This is an optimization exercise on Yosys and OpenROAD, whose aim is small area, a short achievable clock period and few clock cycles per item, not a production implementation.
Function was checked by simulation only, so behaviour that the tests miss may differ from the original.

## R_CORDIC_Unit
module R_CORDIC_Unit (
    input signed [31:0]      i_data_1,
    input signed [31:0]      i_data_2,
    input signed [31:0]      angle,
    input                    en,
    input                    rst,
    input                    clk,
    output signed [31:0]     o_data_1,
    output signed [31:0]     o_data_2,
    output                   done_flag
);
==> module LUT, before the edit <==
module LUT (
    input      [14:0] step,     
    output reg [31:0] value
);
    always @(*) begin
        value = 32'h0;
        if (step[0]) value = value | 32'h2D000000;
        if (step[1]) value = value | 32'h1A90F0F5;
        if (step[2]) value = value | 32'h0E0926A5;
        if (step[3]) value = value | 32'h072023D0;
        if (step[4]) value = value | 32'h03937ABF;
        if (step[5]) value = value | 32'h01C95CAD;
        if (step[6]) value = value | 32'h00E492E5;
        if (step[7]) value = value | 32'h00722D16;
        if (step[8]) value = value | 32'h00391D3F;
        if (step[9]) value = value | 32'h001CC3DD;
        if (step[10]) value = value | 32'h000E2487;
        if (step[11]) value = value | 32'h00072290;
        if (step[12]) value = value | 32'h0003917C;
        if (step[13]) value = value | 32'h0001E66E;
        if (step[14]) value = value | 32'h0000E557;
    end
endmodule
==> module R_CORDIC_Unit, before the edit <==
module R_CORDIC_Unit (
    input signed [31:0]      i_data_1,
    input signed [31:0]      i_data_2,
    input signed [31:0]      angle,
    input                    en,
    input                    rst,
    input                    clk,
    output signed [31:0]     o_data_1,
    output signed [31:0]     o_data_2,
    output                   done_flag
);
    reg        busy, done;
    reg  [4:0] cnt;
    reg signed [31:0] bx, by, ba;
    reg               bc;
    reg        [3:0]  sxl, sxh;    
    reg        [3:0]  syl, syh;    
    reg        [14:0] oh;          
    reg               fin;     
    reg               hold;    
    reg               sgx;     
    reg               sgy_n;   
    reg               sga_n;   
    wire m1 = cnt == 5'd15;
    wire m2 = cnt == 5'd16;
    wire m3 = cnt == 5'd17;
    wire [4:0]  cnt_n = en ? 5'd0 : busy ? cnt + 5'd1 : cnt;
    wire        fin_n  = !en && busy && (m1 || m2);
    wire        hold_n = !en && busy && m2;
    wire [31:0] t;
    LUT lut (.step(oh), .value(t));
    wire cinx = sgx | (fin & bc);
    wire [31:0] sx, sy;
    rsh rsh_x (.d(bx), .lo(sxl), .hi(sxh), .q(sx));
    rsh rsh_y (.d(by), .lo(syl), .hi(syh), .q(sy));
    wire [31:0] nx, ny, na;
    add_sk add_x (.a(bx), .b(sy ^ {32{sgx}}),   .cin(cinx),  .s(nx));
    add_sk add_y (.a(by), .b(sx ^ {32{sgy_n}}), .cin(sgy_n), .s(ny));
    add_sk add_a (.a(ba), .b(t  ^ {32{sga_n}}), .cin(sga_n), .s(na));
    wire [31:0] ks, kc;
    wire        kci;
    R_CORDIC gain (.x(ba), .s(ks), .c(kc), .cin(kci));
    wire [31:0] ba_n = en ? angle : m1 ? by : (m2 || cnt == 5'd14) ? nx : na;
    wire        sg_n = en ? angle[31] : na[31];
    always @(posedge clk or posedge rst) begin
        if (rst) begin
            busy <= 1'b0;
            done <= 1'b0;
            cnt  <= 5'd0;
        end else begin
            done <= busy && m3;
            cnt  <= cnt_n;
            if (en)
                busy <= 1'b1;
            else if (m3)
                busy <= 1'b0;
        end
    end
    always @(posedge clk) begin
        bc    <= kci;
        fin   <= fin_n;
        hold  <= hold_n;
        sxl   <= 4'd1 << cnt_n[1:0];
        sxh   <= 4'd1 << cnt_n[3:2];
        syl   <= fin_n ? 4'd1 : 4'd1 << cnt_n[1:0];
        syh   <= fin_n ? 4'd1 : 4'd1 << cnt_n[3:2];
        oh    <= en ? 15'd1 : oh << 1;
        sgx   <= sg_n & ~fin_n;
        sgy_n <= ~sg_n;
        sga_n <= ~(sg_n | hold_n);
        ba    <= ba_n;
        if (en) begin
            bx <= i_data_1;
            by <= i_data_2;
        end else if (m1 | m2) begin
            bx <= ks;
            by <= kc;
        end else begin
            bx <= nx;
            by <= ny;
        end
    end
    assign o_data_1  = ba;
    assign o_data_2  = bx;
    assign done_flag = done;
endmodule
==> flow/config.mk <==
export PLATFORM = sky130hd
export DESIGN_NAME = R_CORDIC_Unit
export DESIGN_NICKNAME = R_CORDIC_Unit
export VERILOG_FILES = /design/flow/design.v
export SDC_FILE = /design/flow/constraint.sdc
export NUM_CORES = 4
export LEC_CHECK = 0
export CAP_MARGIN = 20
export CORE_MARGIN = 2
export CORE_UTILIZATION = 60
export PLACE_DENSITY = 0.7
export SLEW_MARGIN = 20
==> flow/constraint.sdc <==
create_clock -name core_clock -period 10.0 [get_ports {clk}]
set_input_delay 2.0000 -clock core_clock [delete_from_list [all_inputs] [get_ports {clk}]]
set_output_delay 2.0000 -clock core_clock [all_outputs]
set_load 0.01 [all_outputs]
standard.sh (not shown) runs the stock make flow with config.mk's settings and CLKGATE_MAP_FILE= SYNTH_SCRIPT=/design/flow/synth_recipe.tcl, a recipe that flattens the netlist after the stock synthesis.
==> flow/flow/run.sh <==
#!/bin/bash
set -euo pipefail
export BUFFER_PORTS_ARGS="-buffer_cell sky130_fd_sc_hd__buf_1"
export SETUP_SLACK_MARGIN=6
bash standard.sh > standard.log 2>&1
Testbench counts at the start, summed over its fixed seeds: cycles 9,736, items 512.
==> next run, changes <==
--- a/flow/design.v
+++ b/flow/design.v
@@ -1,25 +1,26 @@
 module LUT (
-    input      [14:0] step,     
+    input      [3:0]  lo_n,     
+    input      [3:0]  hi_n,     
     output reg [31:0] value
 );
     always @(*) begin
         value = 32'h0;
-        if (step[0]) value = value | 32'h2D000000;
-        if (step[1]) value = value | 32'h1A90F0F5;
-        if (step[2]) value = value | 32'h0E0926A5;
-        if (step[3]) value = value | 32'h072023D0;
-        if (step[4]) value = value | 32'h03937ABF;
-        if (step[5]) value = value | 32'h01C95CAD;
-        if (step[6]) value = value | 32'h00E492E5;
-        if (step[7]) value = value | 32'h00722D16;
-        if (step[8]) value = value | 32'h00391D3F;
-        if (step[9]) value = value | 32'h001CC3DD;
-        if (step[10]) value = value | 32'h000E2487;
-        if (step[11]) value = value | 32'h00072290;
-        if (step[12]) value = value | 32'h0003917C;
-        if (step[13]) value = value | 32'h0001E66E;
-        if (step[14]) value = value | 32'h0000E557;
+        if (!hi_n[0] && !lo_n[0]) value = value | 32'h2D000000;   
+        if (!hi_n[0] && !lo_n[1]) value = value | 32'h1A90F0F5;   
+        if (!hi_n[0] && !lo_n[2]) value = value | 32'h0E0926A5;   
+        if (!hi_n[0] && !lo_n[3]) value = value | 32'h072023D0;   
+        if (!hi_n[1] && !lo_n[0]) value = value | 32'h03937ABF;   
+        if (!hi_n[1] && !lo_n[1]) value = value | 32'h01C95CAD;   
+        if (!hi_n[1] && !lo_n[2]) value = value | 32'h00E492E5;   
+        if (!hi_n[1] && !lo_n[3]) value = value | 32'h00722D16;   
+        if (!hi_n[2] && !lo_n[0]) value = value | 32'h00391D3F;   
+        if (!hi_n[2] && !lo_n[1]) value = value | 32'h001CC3DD;   
+        if (!hi_n[2] && !lo_n[2]) value = value | 32'h000E2487;   
+        if (!hi_n[2] && !lo_n[3]) value = value | 32'h00072290;   
+        if (!hi_n[3] && !lo_n[0]) value = value | 32'h0003917C;   
+        if (!hi_n[3] && !lo_n[1]) value = value | 32'h0001E66E;   
+        if (!hi_n[3] && !lo_n[2]) value = value | 32'h0000E557;   
     end
 endmodule
 module add_sk (input [31:0] a, input [31:0] b, input cin, output [31:0] s);
   wire [31:0] p = a ^ b;
@@ -745,9 +746,9 @@
     reg signed [31:0] bx, by, ba;
     reg               bc;
     reg        [3:0]  sxl, sxh;    
     reg        [3:0]  syl, syh;    
-    reg        [14:0] oh;          
+    reg        [3:0]  tl_n, th_n;  
     reg               fin;     
     reg               hold;    
     reg               sgx;     
     reg               sgy_n;   
@@ -758,9 +759,9 @@
     wire [4:0]  cnt_n = en ? 5'd0 : busy ? cnt + 5'd1 : cnt;
     wire        fin_n  = !en && busy && (m1 || m2);
     wire        hold_n = !en && busy && m2;
     wire [31:0] t;
-    LUT lut (.step(oh), .value(t));
+    LUT lut (.lo_n(tl_n), .hi_n(th_n), .value(t));
     wire cinx = sgx | (fin & bc);
     wire [31:0] sx, sy;
     rsh rsh_x (.d(bx), .lo(sxl), .hi(sxh), .q(sx));
     rsh rsh_y (.d(by), .lo(syl), .hi(syh), .q(sy));
@@ -794,9 +795,10 @@
         sxl   <= 4'd1 << cnt_n[1:0];
         sxh   <= 4'd1 << cnt_n[3:2];
         syl   <= fin_n ? 4'd1 : 4'd1 << cnt_n[1:0];
         syh   <= fin_n ? 4'd1 : 4'd1 << cnt_n[3:2];
-        oh    <= en ? 15'd1 : oh << 1;
+        tl_n  <= fin_n ? 4'b0111 : ~(4'd1 << cnt_n[1:0]);
+        th_n  <= fin_n ? 4'b0111 : ~(4'd1 << cnt_n[3:2]);
         sgx   <= sg_n & ~fin_n;
         sgy_n <= ~sg_n;
         sga_n <= ~(sg_n | hold_n);
         ba    <= ba_n;
Clock skew is about the same.
Worst hold slack got worse by 0.0062 ns.
Via count grows by 1.3%.
Utilization shrinks by 0.96 points.
Final cell count shrinks by 1.2%.
Cell area shrinks by 1.6%.
Worst setup slack got worse by 0.055 ns.
Count of clock-buffer cells in the layout is unchanged.
Wire length grows by 3.7%.
Testbench counts after the change, summed over its fixed seeds: cycles 9,736, items 512.

separate check: timing with driven ports:
Ports are ideal in the flow. The routed layouts listed here were re-timed in OpenROAD. Step 1: set_driving_cell puts a clkbuf_16 on clk and a buf_2 on each other input, an assumption about the parent block. Step 2 also shifts input and output timing later by t, the mid clock arrival at the registers, as if the neighbouring blocks saw the same clock. a / b / c = ideal / step 1 / step 2; a / b = the first two.
| run | t (ns) | setup slack, ns | worst hold slack (ns) |
|---|---|---|---|
| the first run | 0.508 | 5.901 / 5.901 / 5.677 | 0.557 / 0.557 / 0.557 |
| the second run | 0.516 | 5.846 / 5.846 / 5.531 | 0.551 / 0.551 / 0.551 |
After both steps every run listed still meets setup and hold. The setup slack of the second run, which loses most, moves by 0.000 ns with the drivers and by -0.315 ns with both steps.
